This design comes from an exercise in tuning for small area, a short achievable clock period and few clock cycles on the open sky130 flow, not from production work.
RTL that was checked went through simulation tests only; none was proved equivalent to the original.
No functional check of the RTL was part of runs 1 and 2.

## flow/design.v (module list and top-level ports; edited modules follow where they fit)
// module lzc32: 31 lines
// module mul33cs: 3485 lines
// module mext_top: 131 lines
module mext_top (
    input  logic        rst_n,           
    input  logic        clk,             
    input  logic [31:0] alu_operand_1,
    input  logic [31:0] alu_operand_2,
    input  logic [3:0]  alu_m_ops,
    input  logic        stall_i,
    input  logic        flush_i,
    output logic        mul_req_o,
    output logic        mul_ack_o,
    output logic [31:0] alu_m_result_o
);
  // ...
==> flow/flow/run.sh <==
#!/bin/bash
# Standard layout with two changes in how it is made:
#  1. after the standard synthesis, full adders are re-polarised to drop
#     the inverters between them (fa_polarity.py; same function, same
#     registers and ports);
#  2. timing repair aims below the clock period (SETUP_SLACK_MARGIN); the
#     constraints and the clock period are the design's.
set -euo pipefail
bash standard.sh synth > synth.log 2>&1
R=orfs/results/${FLOW_PLATFORM}/mext_top/base
cp $R/1_2_yosys.v 1_2_yosys.orig.v
python3 flow/fa_polarity.py 1_2_yosys.orig.v $R/1_2_yosys.v > fa_polarity.log 2>&1
rm -f $R/1_synth.odb
bash standard.sh synth > synth_odb.log 2>&1
bash standard.sh finish SETUP_SLACK_MARGIN=6 > layout.log 2>&1
==> flow/flow/fa_polarity.py <==
#!/usr/bin/env python3
"""Remove inverters around full adders in a flat sky130hd gate netlist.

A full adder is self-dual: FA(~a,~b,~c) = (~sum, ~cout). Each full adder may
therefore be implemented in either polarity; this script picks, per full
adder, the polarity that needs the fewest inverters, removes all inverter
cells and re-inserts one inverter per signal whose complement is still
needed. The function of every register input and output port is unchanged;
registers, ports and all other cells keep their names.

usage: fa_polarity.py IN.v OUT.v
"""
import re, sys, collections

src = open(sys.argv[1]).read()
INV = re.compile(r'sky130_fd_sc_hd__(clk)?inv_\d+$')
FA = re.compile(r'sky130_fd_sc_hd__fa_\d+$')
OUT_PINS = {'X', 'Y', 'Q', 'Q_N', 'SUM', 'COUT'}

inst_re = re.compile(r'^(\s*)(sky130_fd_sc_hd__\w+)\s+(\\\S+\s|\S+)\s*\((.*?)\);\s*$', re.S | re.M)
pin_re = re.compile(r'\.(\w+)\(\s*(\\\S+\s|[^()\s]+)\s*\)')

def norm(n):
    n = n.strip()
    return n

cells = []
spans = []
for m in inst_re.finditer(src):
    typ, name, body = m.group(2), m.group(3), m.group(4)
    pins = [(p, norm(n)) for p, n in pin_re.findall(body)]
    cells.append((typ, name, pins))
    spans.append((m.start(), m.end()))

# module header: output ports
hdr = src[:spans[0][0]]
outputs = set()
for m in re.finditer(r'^\s*output\s+(\[(\d+):(\d+)\]\s+)?(\w+)\s*;', hdr, re.M):
    if m.group(1):
        hi, lo = int(m.group(2)), int(m.group(3))
        for i in range(min(hi, lo), max(hi, lo) + 1):
            outputs.add(f"{m.group(4)}[{i}]")
    else:
        outputs.add(m.group(4))
inputs = set()
for m in re.finditer(r'^\s*input\s+(\[(\d+):(\d+)\]\s+)?(\w+)\s*;', hdr, re.M):
    if m.group(1):
        hi, lo = int(m.group(2)), int(m.group(3))
        for i in range(min(hi, lo), max(hi, lo) + 1):
            inputs.add(f"{m.group(4)}[{i}]")
    else:
        inputs.add(m.group(4))

driver = {}
for ci, (typ, name, pins) in enumerate(cells):
    for p, n in pins:
        if p in OUT_PINS:
            assert n not in driver, n
            driver[n] = (ci, p)

def is_const(n):
    return bool(re.match(r"^\d+'[bh][01]$", n))

# resolve inverter chains: net -> (base net, polarity)
memo = {}
def resolve(n):
    if n in memo:
        return memo[n]
    d = driver.get(n)
    if d is not None and INV.match(cells[d[0]][0]):
        a = dict(cells[d[0]][2])['A']
        b, p = resolve(a)
        r = (b, p ^ 1)
    else:
        r = (n, 0)
    memo[n] = r
    return r

fa_ids = [ci for ci, c in enumerate(cells) if FA.match(c[0])]
# full adders with constant inputs are left alone
flippable = set()
for ci in fa_ids:
    pins = dict(cells[ci][2])
    if not any(is_const(pins[p]) for p in ('A', 'B', 'CIN')) and \
       not any(pins[p] in outputs for p in ('SUM', 'COUT')):
        flippable.add(ci)

# loads: list of (kind, ref, base, pol) ; kind 'pin' (ci, pin) or 'port' (net)
loads = []
for ci, (typ, name, pins) in enumerate(cells):
    if INV.match(typ):
        continue
    for p, n in pins:
        if p in OUT_PINS or is_const(n):
            continue
        b, pol = resolve(n)
        loads.append(('pin', (ci, p), b, pol))
for n in outputs:
    d = driver.get(n)
    b, pol = resolve(n)
    if d is not None and not INV.match(cells[d[0]][0]):
        continue            # driven directly by its cell: untouched
    loads.append(('port', n, b, pol))

flip = collections.defaultdict(int)
base_driver_fa = {}
for n, (ci, p) in driver.items():
    if ci in flippable:
        base_driver_fa[n] = ci

loads_by_base = collections.defaultdict(list)
for i, (k, ref, b, pol) in enumerate(loads):
    loads_by_base[b].append(i)
bases_of_fa_inputs = collections.defaultdict(set)
for i, (k, ref, b, pol) in enumerate(loads):
    if k == 'pin' and ref[0] in flippable:
        bases_of_fa_inputs[ref[0]].add(b)

def need(i):
    k, ref, b, pol = loads[i]
    want = pol ^ (flip[ref[0]] if k == 'pin' and ref[0] in flippable else 0)
    return want

def base_cost(b):
    phys = flip[base_driver_fa[b]] if b in base_driver_fa else 0
    return 1 if any(need(i) != phys for i in loads_by_base[b]) else 0

def fa_bases(ci):
    pins = dict(cells[ci][2])
    s = set(bases_of_fa_inputs[ci])
    s.add(pins['SUM']); s.add(pins['COUT'])
    return s

total0 = sum(base_cost(b) for b in loads_by_base)
improved = True
rounds = 0
while improved and rounds < 50:
    improved = False
    rounds += 1
    for ci in sorted(flippable):
        bs = fa_bases(ci)
        before = sum(base_cost(b) for b in bs)
        flip[ci] ^= 1
        after = sum(base_cost(b) for b in bs)
        if after < before:
            improved = True
        else:
            flip[ci] ^= 1
total1 = sum(base_cost(b) for b in loads_by_base)
print(f"inverters: {sum(1 for c in cells if INV.match(c[0]))} cells, "
      f"{total0} needed before, {total1} after; {sum(flip.values())} full adders flipped",
      file=sys.stderr)

# names: for (base, pol) pick a net name
names = {}
for n in driver:
    b, p = resolve(n)
    if (b, p) not in names or n in outputs:
        names[(b, p)] = n
for n in inputs:
    names.setdefault((n, 0), n)
fresh = [0]
new_wires = []
def name_of(b, p):
    if (b, p) not in names:
        fresh[0] += 1
        nm = f"_fapol_{fresh[0]}_"
        names[(b, p)] = nm
        new_wires.append(nm)
    return names[(b, p)]

# physical polarity of each base's driver output
def phys(b):
    return flip[base_driver_fa[b]] if b in base_driver_fa else 0

newpins = {}
for ci in range(len(cells)):
    typ, name, pins = cells[ci]
    if INV.match(typ):
        continue
    np_ = []
    for p, n in pins:
        if p in OUT_PINS:
            if ci in flippable:
                np_.append((p, name_of(n, flip[ci])))
            else:
                np_.append((p, n))
        elif is_const(n):
            np_.append((p, n))
        else:
            b, pol = resolve(n)
            want = pol ^ (flip[ci] if ci in flippable else 0)
            np_.append((p, name_of(b, want)))
    newpins[ci] = np_

# inverters: for every (base, pol) demanded that its driver does not give
demanded = set()
for ci, np_ in newpins.items():
    pass
for i, (k, ref, b, pol) in enumerate(loads):
    demanded.add((b, need(i)))
def vn(n):
    return n + ' ' if n.startswith(chr(92)) else n

inv_lines = []
k = 0
for (b, p) in sorted(demanded):
    if p != phys(b):
        k += 1
        inv_lines.append(f"  sky130_fd_sc_hd__inv_1 _fapol_inv_{k}_ (\n"
                         f"    .A({vn(name_of(b, phys(b)))}),\n    .Y({vn(name_of(b, p))})\n  );\n")
# a base whose physical output net has no name yet (no loads in its own polarity)
out = []
pos = 0
for ci, (s, e) in enumerate(spans):
    out.append(src[pos:s])
    typ, name, pins = cells[ci]
    if ci in newpins:
        indent = re.match(r'\s*', src[s:e]).group(0)
        body = ",\n".join(f"    .{p}({n}{' ' if n.startswith(chr(92)) else ''})" for p, n in newpins[ci])
        out.append(f"{indent}{typ} {name}{'' if name.endswith(' ') else ' '}(\n{body}\n  );")
    pos = e
tail = src[pos:]
endm = tail.rfind('endmodule')
out.append(tail[:endm])
out.append("".join(inv_lines))
out.append(tail[endm:])
res = "".join(out)
# declare new wires after the module header's port declarations
decl = "".join(f"  wire {w};\n" for w in new_wires)
res = re.sub(r'(\n\s*output\s+\[31:0\]\s+alu_m_result_o;\n)', lambda m: m.group(1) + decl, res, count=1) \
    if decl else res
if decl and decl not in res:
    first = res.index(';', res.index('module')) + 1
    res = res[:first] + "\n" + decl + res[first:]
open(sys.argv[2], "w").write(res)
print(f"{k} inverters inserted, {len(new_wires)} new nets", file=sys.stderr)
==> flow/standard.sh <==
#!/bin/bash
# synth_recipe.tcl (not shown) runs the flow's synth.tcl, then flattens the netlist and writes it again
# the make line also repeats each setting of config.mk as NAME=value (left out here)
make -C /OpenROAD-flow-scripts/flow DESIGN_CONFIG=/design/flow/config.mk WORK_HOME=/design/flow/orfs CLKGATE_MAP_FILE= SYNTH_SCRIPT=/design/flow/synth_recipe.tcl "${@:-finish}"
==> flow/config.mk <==
export PLATFORM = sky130hd
export DESIGN_NAME = mext_top
export DESIGN_NICKNAME = mext_top
export VERILOG_FILES = /design/flow/design.v
export SDC_FILE = /design/flow/constraint.sdc
export NUM_CORES = 4
export LEC_CHECK = 0
export ABC_AREA = 1
export CAP_MARGIN = 20
export CORE_MARGIN = 2
export CORE_UTILIZATION = 40
export SETUP_SLACK_MARGIN = 5
export SLEW_MARGIN = 20
==> flow/constraint.sdc <==
create_clock -name core_clock -period 14.5 [get_ports {clk}]
set_input_delay 2.9000 -clock core_clock [delete_from_list [all_inputs] [get_ports {clk}]]
set_output_delay 2.9000 -clock core_clock [all_outputs]
set_load 0.01 [all_outputs]
==> out/summary.txt, run 1 <==
Biggest regs: c_ff x64, s_ff x64, cnt_ff x4
Max Clock Freq: 0.1065 GHz
Unrepaired setup endpoints after global routing: yes
Top sig layer: met5
Routed len/inst: 30.32 um
H-Tree Depth: 4
Clock transition at the registers of the reported paths: 0.07 ns
CP max stage delay: 0.44 ns
Inverters: 935
Clock Latency Late Sink: 0.48 ns
Diode count: 6
Status: complete, no violations
Crit path max-delay family: simple AND/OR/NAND/NOR gates
Multi-input gates: 5177
Fraction of area in registers: 0.07257
Vias: 52282
Total track usage: 0.4114
Avg Cell Area, Syn: 7.003 um2
CP Depth: 37
Critical path peak fanout: 5
Tapcells: 1512
Core area: 0.1147 mm2
Final setup skew: 0.01010 ns
GPL Wtd Cong: 1.053
Final worst slack: 5.114 ns
Place WS: 2.728 ns
==> run 2, diff against run 1 <==
--- a/flow/flow/run.sh
+++ b/flow/flow/run.sh
@@ -4,5 +4,6 @@
 #     the inverters between them (fa_polarity.py; same function, same
 #     registers and ports);
-#  2. timing repair aims below the clock period (SETUP_SLACK_MARGIN); the
+#  2. port buffers are buf_4 rather than a delay cell;
+#  3. timing repair aims below the clock period (SETUP_SLACK_MARGIN); the
 #     constraints and the clock period are the design's.
 set -euo pipefail
@@ -13,3 +14,3 @@
 rm -f $R/1_synth.odb
 bash standard.sh synth > synth_odb.log 2>&1
-bash standard.sh finish SETUP_SLACK_MARGIN=6 > layout.log 2>&1
+bash standard.sh finish SETUP_SLACK_MARGIN=5.5 "BUFFER_PORTS_ARGS=-buffer_cell sky130_fd_sc_hd__buf_4" > layout.log 2>&1
==> out/summary.txt, run 2 <==
Worst hold path type: reg2reg
FF-to-FF Start: c_ff[16]$_DFFE_PP_
Setup TNS: 0 ns
Full die area: 0.1187 mm2
Unrepaired setup endpoints after global routing: yes
DRT iter0 DRCs: 6492
Final net count: 7569
Vias per cell: 6.321
Initial Utilization: 0.4045
Clock Latency Late Sink: 0.48 ns (about the same)
DRC: 0
CTS buffer count: 17
Cell area after placement: 0.04876 mm2
CP max stage cell: edfxtp_1
Register area: 0.004104 mm2
Worst min-delay path startpoint: held_ff$_DFFE_PN0P_
CP max stage delay: 0.59 ns (+0.15 ns)
Reg2reg setup slack: 5.37 ns
Final setup skew: 0.01836 ns (+0.008255 ns)
Hold_ws: 0.5636 ns
CP arrival: 6.34 ns
Routed len/inst: 31.35 um (+3.4%)
Drt pass-1 iters: 7
Die width: 344.5 um
Commonest non-fill, non-tap cell in the layout: nand2_1
Number of synthesis warnings: 2
Proportion of layout cells with a drive suffix above 1: 0.1792
CP endpoint kind: output pin
CP most frequent cell: nand2_2
Endpoints failing setup: 0
Biggest regs: c_ff x64, s_ff x64, cnt_ff x4
H-Tree Depth: 4 (unchanged)
Max cap viols: 0
Initial antenna violation count: 13
Max Clock Freq: 0.1082 GHz (+1.5%)
# IOs: 106
Fillcell total: 11568
Num rows: 124
Clock Sinks: 137
Final WL: 259.6 mm
Largest net degree at the start of global routing: 73
Die height: 344.5 um
Vias in the first global route: 50051
Total track usage: 0.4257 (+0.01432)
Area of the multi-input gates: 0.04065 mm2
CTS tree: yes
Root Driver: clkbuf_16
Routed Antenna Nets: 0
Vias: 52343 (+0.12%)
Core area: 0.1147 mm2 (unchanged)
Most frequent cells in the layout: nand2_1 (1055), inv_1 (848), xor2_1 (635)
Final Hold Vio Count: 0
CP Launch Type: flop
CP startpoint: c_ff[16]$_DFFE_PP_
Clock buffer depth: 2
Headroom to the max-slew limit: 0.1122
Post-Syn Nets: 7440
Worst-margin pin slew: 1.318 ns
Max-slew violation count: 0
Final worst slack: 5.256 ns (+0.1415 ns)
Place WS: 3.216 ns (+0.4873 ns)
Clock transition at the registers of the reported paths: 0.08 ns (about the same)
Cell Area, Synth: 0.04638 mm2
First-pass GRT wire length: 363.5 mm
Status: complete, no violations
Layout area overhead: 19.20%
Final period util: 0.6375
Finished Cell Area: 0.05528 mm2
Mapped Cells: 6623
WP data required: 11.60 ns
Grt total ovfl: 0
Final min period: 9.244 ns
GPL Wtd Cong: 1.078 (+2.3%)
HPWL Detailed: 192.1 mm
Critical path peak fanout: 8 (+3)
Critical path type: reg2out
Avg Cell Area, Syn: 7.003 um2 (unchanged)
Number of port buffers: 105
[run 2: final timing paths]
check                                           end  cells past startpoint
worst max-delay path             alu_m_result_o[29]                     43
worst min-delay path            held_ff$_DFFE_PN0P_                      2
worst max register to register   s_ff[21]$_DFFE_PP_                     56
worst min register to register  held_ff$_DFFE_PN0P_                      2
max in group asynchronous          ack_ff$_DFF_PN0_                      1
min in group asynchronous       held_ff$_DFFE_PN0P_                      1
[run 2: what timing repair did]
item,CTS,global route
hold buffers,0,0
endpoints found under the setup margin,101,99
resized for setup,529,398
cloned,20,5
setup buffers,119,77
pin swaps,129,158
[run 2: through the flow]
stage / std cells / utilization
floorplan: 6623 / -
global placement: 8021 / 0.4253
detailed placement: 8021 / 0.4253
CTS: 8192 / 0.4606
global route: 8277 / 0.4821
finish: 8281 / 0.4822
[run 2: layer usage]
| layer | global-route usage | routed length (um) | up-vias |
|---|---|---|---|
| met3 | 0.1241 | 30490 | 1028 |
| met4 | 0.2870 | 23350 | 16 |
| li1 | - | - | 22259 |
| met5 | 0 | 107 | - |
| met2 | 0.6402 | 108400 | 3713 |
| met1 | 0.5271 | 97260 | 25327 |
[run 2: final cells by class]
type	count	area share
inverter	928	0.06520
sequential	137	0.07423
clock inverter	15	0.002738
antenna	4	0.0001811
tap	1512	0.03422
multi-input combinational	5174	0.7353
timing repair buffer	490	0.07989
clock buffer	17	0.007695
timing repair inverter	4	0.0004979
[run 2: worst max-delay path: cells and delay by family (launching register included)]
| family | cells | cell delay [ns] |
|---|---|---|
| flip-flops | 1 | 0.59 |
| adder cells (fa/ha/maj) | 3 | 0.75 |
| buffers and inverters | 7 | 1.04 |
| AO/OA/AOI/OAI | 2 | 0.57 |
| AND/OR/NAND/NOR | 31 | 2.89 |
==> module mext_top, before the edit <==
module mext_top (
    input  logic        rst_n,           
    input  logic        clk,             
    input  logic [31:0] alu_operand_1,
    input  logic [31:0] alu_operand_2,
    input  logic [3:0]  alu_m_ops,
    input  logic        stall_i,
    input  logic        flush_i,
    output logic        mul_req_o,
    output logic        mul_ack_o,
    output logic [31:0] alu_m_result_o
);
localparam int LK = 2;          
localparam int K  = 1 << LK;    
localparam int DW = 32 + K;      
localparam int CW = 4;           
logic [3:0]  op;
logic [31:0] a, b;
assign op = alu_m_ops;
assign a  = alu_operand_1;
assign b  = alu_operand_2;
logic is_div, is_mul, div_sgn, a_neg, b_neg, b_zero;
assign is_div  = op[3];
assign is_mul  = ~op[3] & op[2];
assign div_sgn = is_div & ~op[0];
assign a_neg   = div_sgn & a[31];
assign b_neg   = div_sgn & b[31];
assign b_zero  = (b == 32'd0);
logic        xa, xb;
logic [63:0] ms, mc;
assign xa = ~(op[1] & op[0]) & a[31];
assign xb = ~op[1] & b[31];
mul33cs u_mul (.a({xa, a}), .b({xb, b}), .s(ms), .c(mc));
logic [31:0] a_abs, b_abs;
assign a_abs = a_neg ? (~a + 32'd1) : a;
assign b_abs = b_neg ? (~b + 32'd1) : b;
logic [5:0] lza, lzb;
lzc32 u_lza (.x(a_neg ? ~a : a), .n(lza));
lzc32 u_lzb (.x(b_neg ? ~b : b), .n(lzb));
logic signed [7:0] nbits;
assign nbits = $signed({2'b0, lzb}) - $signed({2'b0, lza}) + $signed({7'b0, a_neg}) + 8'sd1;
logic div_now;       
assign div_now = b_zero | (nbits <= 2);
logic [CW-1:0] ncyc;
logic [5:0]    shamt;
always_comb begin
    ncyc  = '0;
    shamt = 6'd1;
    if (!div_now) begin
        shamt = (6'(nbits - 8'sd3) | 6'(K - 1)) + 6'd2;
        ncyc  = CW'((shamt - 6'd1) >> LK);
    end
end
logic [DW-1:0] b_al;
assign b_al = DW'({{(DW-32){1'b0}}, b_abs} << shamt);
logic          held_ff, ack_ff;
logic [CW-1:0] cnt_ff;
logic [63:0]   s_ff;        
logic [63:0]   c_ff;        
logic [1:0]    sel_ff;      
logic          neg_ff;      
logic take;
assign take = ~stall_i;
logic          iter;
logic [31:0]   r_it, q_it;       
logic [31:0]   rlast, qlast;     
logic [DW-1:0] d_cur;
assign iter  = (cnt_ff != '0);
assign d_cur = c_ff[DW-1:0];
always_comb begin
    logic [DW-1:0] t;
    logic [32:0]   diff;
    logic          ge;
    r_it  = s_ff[31:0];
    q_it  = s_ff[63:32];
    rlast = '0;
    qlast = '0;
    for (int j = 0; j < K; j++) begin
        t    = d_cur >> j;
        diff = {1'b0, r_it} - {1'b0, t[31:0]};
        ge   = ~diff[32] & (t[DW-1:32] == '0);
        if (ge) r_it = diff[31:0];
        q_it = {q_it[30:0], ge};
        if (j == 1) begin
            rlast = r_it;
            qlast = q_it;
        end
    end
end
always_ff @(posedge clk or negedge rst_n) begin
    if (~rst_n) begin
        held_ff <= 1'b0;
        ack_ff  <= 1'b0;
    end else if (flush_i) begin
        held_ff <= 1'b0;
        ack_ff  <= 1'b0;
    end else if (take) begin
        held_ff <= is_div | is_mul;
        ack_ff  <= is_mul | (is_div & div_now);
    end else begin
        ack_ff  <= ack_ff | (held_ff & (cnt_ff == CW'(1)));
    end
end
always_ff @(posedge clk) begin
    if (take) begin
        cnt_ff <= is_div ? ncyc : '0;
        sel_ff <= {is_div, is_div ? op[1] : (op[1:0] != 2'b00)};
        neg_ff <= op[1] ? a_neg : ((a_neg ^ b_neg) & ~b_zero);
        if (is_div) begin
            s_ff           <= {{32{b_zero}}, a_abs};
            c_ff[DW-1:0]   <= b_al;
        end else begin
            s_ff           <= ms;
            c_ff[DW-1:0]   <= mc[DW-1:0];
        end
        c_ff[63:DW] <= mc[63:DW];
    end else if (iter) begin
        cnt_ff       <= cnt_ff - CW'(1);
        s_ff         <= {q_it, r_it};
        c_ff[DW-1:0] <= d_cur >> K;
    end
end
logic [63:0] prod;
assign prod = s_ff + c_ff;
logic [31:0] dv, dv_o;
assign dv   = sel_ff[0] ? rlast : qlast;
assign dv_o = neg_ff ? (~dv + 32'd1) : dv;
assign alu_m_result_o = sel_ff[1] ? dv_o : (sel_ff[0] ? prod[63:32] : prod[31:0]);
assign mul_req_o      = held_ff;
assign mul_ack_o      = ack_ff;
endmodule
==> run 3, diff against run 2 <==
--- a/flow/design.v
+++ b/flow/design.v
@@ -4182,9 +4182,16 @@
 assign a_abs = a_neg ? (~a + 32'd1) : a;
 assign b_abs = b_neg ? (~b + 32'd1) : b;
-logic [5:0] lza, lzb;
-lzc32 u_lza (.x(a_neg ? ~a : a), .n(lza));
-lzc32 u_lzb (.x(b_neg ? ~b : b), .n(lzb));
+logic [31:0] a_oc, b_oc;
+logic [5:0]  lza, lzb;
+logic        a_p2, b_p2;
+assign a_oc = a_neg ? ~a : a;
+assign b_oc = b_neg ? ~b : b;
+lzc32 u_lza (.x(a_oc), .n(lza));
+lzc32 u_lzb (.x(b_oc), .n(lzb));
+assign a_p2 = a_neg & (((a_oc >> 1) & ~a_oc) == 32'd0);
+assign b_p2 = b_neg & (((b_oc >> 1) & ~b_oc) == 32'd0);
 logic signed [7:0] nbits;
-assign nbits = $signed({2'b0, lzb}) - $signed({2'b0, lza}) + $signed({7'b0, a_neg}) + 8'sd1;
+assign nbits = $signed({2'b0, lzb}) - $signed({2'b0, lza}) + $signed({7'b0, a_p2})
+             - $signed({7'b0, b_p2}) + 8'sd1;
 logic div_now;       
 assign div_now = b_zero | (nbits <= 2);
==> flow/flow/run.sh (replaced) <==
#!/bin/bash
set -euo pipefail
bash standard.sh synth > synth.log 2>&1
R=orfs/results/${FLOW_PLATFORM}/mext_top/base
cp $R/1_2_yosys.v 1_2_yosys.orig.v
python3 flow/fa_polarity.py 1_2_yosys.orig.v $R/1_2_yosys.v > fa_polarity.log 2>&1
rm -f $R/1_synth.odb
bash standard.sh synth > synth_odb.log 2>&1
bash standard.sh finish "BUFFER_PORTS_ARGS=-buffer_cell sky130_fd_sc_hd__buf_4" > layout.log 2>&1
==> out/summary.txt, run 3 <==
Status: complete, no violations
CTS tree: yes
Final setup skew: 0.01693 ns (-0.001431 ns)
Post-Layout Cell Count: 8262 (-0.23%)
Die height: 348.9 um (+1.3%)
Critical path peak fanout: 7 (-1)
First-pass GRT wire length: 357.5 mm (-1.6%)
Unrepaired setup endpoints after global routing: no
Crit path max-delay family: simple AND/OR/NAND/NOR gates
Hold_ws: 0.5516 ns (-0.01195 ns)
Total track usage: 0.4045 (-0.02121)
Proportion of layout cells with a drive suffix above 1: 0.1116 (-0.06760)
Critical path type: reg2out
Num rows: 126 (+1.6%)
Routed Antenna Nets: 0 (unchanged)
Final worst slack: 5.149 ns (-0.1063 ns)
Headroom to the max-slew limit: 0.1155 (+0.003270)
Worst hold path type: reg2reg
Clock Sinks: 137 (unchanged)
Full die area: 0.1217 mm2 (+2.6%)
Max-slew violation count: 0 (unchanged)
Post-Syn Nets: 7583 (+1.9%)
CTS buffer count: 17 (unchanged)
Die width: 348.9 um (+1.3%)
CP startpoint: c_ff[31]$_DFFE_PP_
Cell area after placement: 0.04936 mm2 (+1.2%)
Clock Latency Late Sink: 0.48 ns (about the same)
Endpoints failing setup: 0 (unchanged)
Utilization after layout: 0.4435 (-0.03871)
Biggest regs: c_ff x64, s_ff x64, cnt_ff x4
Cell Area, Synth: 0.04759 mm2 (+2.6%)
Final net count: 7533 (-0.48%)
Layout area overhead: 10.04%
Vias in the first global route: 49641 (-0.82%)
CP Launch Type: flop
Place WS: 3.027 ns (-0.1888 ns)
CP max stage cell: edfxtp_1
H-Tree Depth: 4 (unchanged)
Max Clock Freq: 0.1069 GHz (-1.1%)
CP max stage delay: 0.43 ns (-0.16 ns)
Commonest non-fill, non-tap cell in the layout: nand2_1
Finished Cell Area: 0.05237 mm2 (-5.3%)
Clock buffer depth: 2 (unchanged)
Final Hold Vio Count: 0 (unchanged)
Most frequent cells in the layout: nand2_1 (1209), inv_1 (888), xor2_1 (685)
Register-to-Register Path Depth: 58 (+3.6%)
DRT iter0 DRCs: 6888 (+6.1%)
Hold depth: 2 (unchanged)
Final period util: 0.6449 (+0.007334)
Reg2reg setup slack: 5.31 ns (-0.06 ns)
WP data required: 11.60 ns (about the same)
# IOs: 106 (unchanged)
DP Cell Count: 8114 (+1.2%)
CP Depth: 37 (-14%)
Initial antenna violation count: 11 (-2)
GPL Wtd Cong: 1.146 (+6.3%)
Worst-margin pin slew: 1.313 ns (-0.004853 ns)
Core area: 0.1181 mm2 (+3.0%)
Number of port buffers: 105 (unchanged)
Number of synthesis warnings: 2 (unchanged)
Drt pass-1 iters: 12 (+5)
Largest net degree at the start of global routing: 69 (-5.5%)
Vias: 51535 (-1.5%)
Worst Setup EP: alu_m_result_o[28]
Max cap viols: 0 (unchanged)
Hold buffer count at cts: 0 (unchanged)
Avg Cell Area, Syn: 7.040 um2 (+0.52%)
Final min period: 9.351 ns (+0.1063 ns)
Root Driver: clkbuf_16
CP endpoint kind: output pin
Grt total ovfl: 0 (unchanged)
Initial Utilization: 0.4030 (-0.001511)
CP arrival: 6.45 ns (+0.11 ns)
Mapped Cells: 6760 (+2.1%)
Worst reg2reg endpoint: s_ff[26]$_DFFE_PP_
Critical path buffers and inverters: 7 (unchanged)
Setup TNS: 0 ns (unchanged)
DRC: 0 (unchanged)
FF-to-FF Start: c_ff[31]$_DFFE_PP_
HPWL Detailed: 186.3 mm (-3.0%)
Clock transition at the registers of the reported paths: 0.08 ns (about the same)
Vias per cell: 6.238 (-1.3%)
Routed len/inst: 30.66 um (-2.2%)
Final WL: 253.3 mm (-2.4%)
[run 3: area by class of cell]
type	count	area [um2]
multi-input combinational	5290	39500
clock inverter	15	193.9
sequential	137	4104
clock buffer	17	425.4
timing repair inverter	2	15.01
tap	1536	1922
timing repair buffer	310	2570
antenna	3	7.507
inverter	952	3632
fill	12365	65720
[run 3: worst min-delay path by stage]
stage | startpoint | endpoint | slack, ns
global placement | held_ff$_DFFE_PN0P_ | held_ff$_DFFE_PN0P_ | 0.55
finish | held_ff$_DFFE_PN0P_ | held_ff$_DFFE_PN0P_ | 0.55
CTS | held_ff$_DFFE_PN0P_ | held_ff$_DFFE_PN0P_ | 0.57
floorplan | c_ff[29]$_DFFE_PP_ | c_ff[25]$_DFFE_PP_ | 0.54
detailed placement | held_ff$_DFFE_PN0P_ | held_ff$_DFFE_PN0P_ | 0.55
global route | c_ff[29]$_DFFE_PP_ | c_ff[25]$_DFFE_PP_ | 0.60
[run 3: repair_timing]
action	4_1_cts	5_1_grt
hold endpoints to repair	0	0
pin swaps	20	30
gates cloned	13	5
setup buffers	23	71
gates resized for setup	78	224
endpoints found under the setup margin	99	97
[run 3: worst min-delay path: stages, from the launching register on]
cell,delay (ns)
dfrtp_1,0.37
nor2_1,0.06
nor2_1,0.09
[run 3: metal layers]
layer / wire length, um / vias to the layer above / part of all wire / track usage
li1: - / 22238 / - / -
met1: 95580 / 24739 / 0.38 / 0.5092
met2: 106800 / 3612 / 0.42 / 0.6115
met3: 29400 / 932 / 0.12 / 0.1030
met4: 21430 / 14 / 0.085 / 0.2675
met5: 96 / - / 0.00038 / 0
Testbench counts of run 3, summed over its fixed seeds: cycles 15,731.
==> run 4, diff against run 3 <==
--- a/flow/config.mk
+++ b/flow/config.mk
@@ -6,5 +6,5 @@
 export NUM_CORES = 4
 export LEC_CHECK = 0
-export ABC_AREA = 1
+export ABC_AREA = 0
 export CAP_MARGIN = 20
 export CORE_MARGIN = 2
==> out/summary.txt, run 4 <==
Unrepaired setup endpoints after global routing: yes
Status: complete, no violations
Total track usage: 0.3729 (-0.03159)
Final net count: 6298 (-16%)
Endpoints failing setup: 0 (unchanged)
First-pass GRT wire length: 318.0 mm (-11%)
Mapped Cells: 5568 (-18%)
Full die area: 0.1160 mm2 (-4.8%)
CP most frequent cell: buf_4
Root Driver: clkbuf_16
Vias in the first global route: 44035 (-11%)
Most frequent cells in the layout: xnor2_1 (688), a22oi_1 (527), fa_1 (462)
CP endpoint kind: flop
Drt pass-1 iters: 7 (-5)
Biggest regs: c_ff x64, s_ff x64, cnt_ff x4
Max-slew violation count: 0 (unchanged)
Clock transition at the registers of the reported paths: 0.08 ns (about the same)
CP max stage delay: 0.54 ns (+0.11 ns)
CP Launch Type: flop
Cell Area, Synth: 0.04530 mm2 (-4.8%)
Post-Layout Cell Count: 6993 (-15%)
Final period util: 0.7437 (+0.09884)
Worst hold path type: reg2reg
Core area: 0.1123 mm2 (-4.9%)
Commonest non-fill, non-tap cell in the layout: xnor2_1
Clock Latency Late Sink: 0.47 ns (about the same)
Critical path peak fanout: 12 (+5)
Number of synthesis warnings: 2 (unchanged)
Initial antenna violation count: 16 (+5)
Number of port buffers: 105 (unchanged)
Headroom to the max-slew limit: 0.2334 (+0.1179)
Die width: 340.5 um (-2.4%)
Vias per cell: 6.558 (+5.1%)
Worst-margin pin slew: 1.118 ns (-0.1949 ns)
Max cap viols: 0 (unchanged)
# IOs: 106 (unchanged)
CTS buffer count: 17 (unchanged)
Initial Utilization: 0.4032 (about the same)
CP arrival: 10.97 ns (+4.52 ns)
Final setup skew: 0.01730 ns (+0.0003688 ns)
CP max stage cell: or4b_4
Final Hold Vio Count: 0 (unchanged)
Num rows: 123 (-2.4%)
GPL Wtd Cong: 1.035 (-9.7%)
Post-Syn Nets: 6391 (-16%)
Proportion of layout cells with a drive suffix above 1: 0.1545 (+0.04296)
Max Clock Freq: 0.09273 GHz (-13%)
Final min period: 10.78 ns (+1.433 ns)
Largest net degree at the start of global routing: 103 (+49%)
CTS tree: yes
Final WL: 224.3 mm (-11%)
Grt total ovfl: 0 (unchanged)
Setup TNS: 0 ns (unchanged)
H-Tree Depth: 4 (unchanged)
Routed len/inst: 32.07 um (+4.6%)
Routed Antenna Nets: 0 (unchanged)
DP Cell Count: 6775 (-17%)
DRC: 0 (unchanged)
Avg Cell Area, Syn: 8.136 um2 (+16%)
Critical path type: reg2reg
Vias: 45857 (-11%)
HPWL Detailed: 159.4 mm (-14%)
DRT iter0 DRCs: 6168 (-10%)
Die height: 340.5 um (-2.4%)
Clock buffer depth: 2 (unchanged)
Layout area overhead: 14.69%
Clock Sinks: 137 (unchanged)
WP data required: 14.69 ns (+3.09 ns)
run 4: path summary, 6_finish.rpt:
path                                     startpoint                  end  slack, ns  cells past startpoint
min in group asynchronous                     rst_n     ack_ff$_DFF_PN0_       2.20                      1
worst min-delay path            held_ff$_DFFE_PN0P_  held_ff$_DFFE_PN0P_       0.57                      2
worst max-delay path             c_ff[24]$_DFFE_PP_    s_ff[9]$_DFFE_PP_       3.72                     60
worst min register to register  held_ff$_DFFE_PN0P_  held_ff$_DFFE_PN0P_       0.57                      2
worst max register to register   c_ff[24]$_DFFE_PP_    s_ff[9]$_DFFE_PP_       3.72                     60
max in group asynchronous                     rst_n  held_ff$_DFFE_PN0P_      12.21                      1
run 4: metal layers:
metal  share of wire  global-route usage  up-vias  wire length (um)
met5         0.00036           0.0008170        -                81
met4           0.079              0.2350       14             17830
met1            0.39              0.4847    22560             86890
met2            0.42              0.5590     3080             95240
li1                -                   -    19495                 -
met3            0.11             0.08562      708             24230
run 4: area by class of cell:
type                       instances  area, um2
clock inverter                    15      193.9
inverter                         389       1486
multi-input combinational       4550      40480
tap                             1500       1877
antenna                            5      12.51
clock buffer                      17      425.4
fill                           11105      60390
sequential                       137       4104
timing repair buffer             380       3376
run 4: through the flow:
step	worst slack (ns)	hold slack (ns)	utilization	area [um2]
2_1_floorplan	4.283	0.5443	-	45680
3_3_place_gp	1.695	0.5328	0.4198	47160
3_5_place_dp	1.503	0.5586	0.4198	47160
4_1_cts	3.810	0.5747	0.4488	50420
5_1_grt	3.430	0.6219	0.4624	51940
6_report	3.716	0.5706	0.4624	51950
run 4: critical path: cells and delay by family (launching register included):
family	cells	cell delay [ns]
AOI/OAI and AO/OA	15	2.83
xor gates and xnor gates	1	0.09
and+or+nand+nor	14	2.27
adders and majority gates	5	1.35
muxes	2	0.61
DFF	1	0.45
buffers and inverters	23	2.83
run 4: repair_timing:
action | CTS | global route
pin swaps | 114 | 110
cloned | 7 | 2
gates resized for setup | 350 | 214
hold buffers | 0 | 0
setup buffers | 102 | 70
endpoints found under the setup margin | 101 | 99

[afterwards: timing with drivers on the ports]
In the flow no input, the clock included, has a driving cell. The finished layouts below were timed again as built, in two steps. Step 1 sets driving cells, clkbuf_16 on the clock port and buf_2 on the other inputs (assumed; they add their load-dependent delay and slew). Step 2 also shifts input and output timing later by t, the mid clock arrival at the registers, as if the neighbouring blocks saw the same clock. Slacks: ideal / step 1 / step 2; pairs: ideal / step 1.
run	shift t [ns]	setup slack, ns	worst register clock-pin slew, ns	cell pins on the clock port's net
run 1	0.531	5.114 / 5.057 / 5.293	0.07 / 0.07	1
run 2	0.527	5.256 / 5.198 / 4.996	0.08 / 0.08	1
run 3	0.527	5.149 / 5.090 / 4.679	0.08 / 0.08	1
run 4	0.525	3.716 / 3.716 / 3.716	0.08 / 0.08	1
After both steps every run listed still meets setup and hold. For run 3, which loses most, drivers alone change the setup slack by -0.059 ns; drivers and shift together by -0.470 ns.
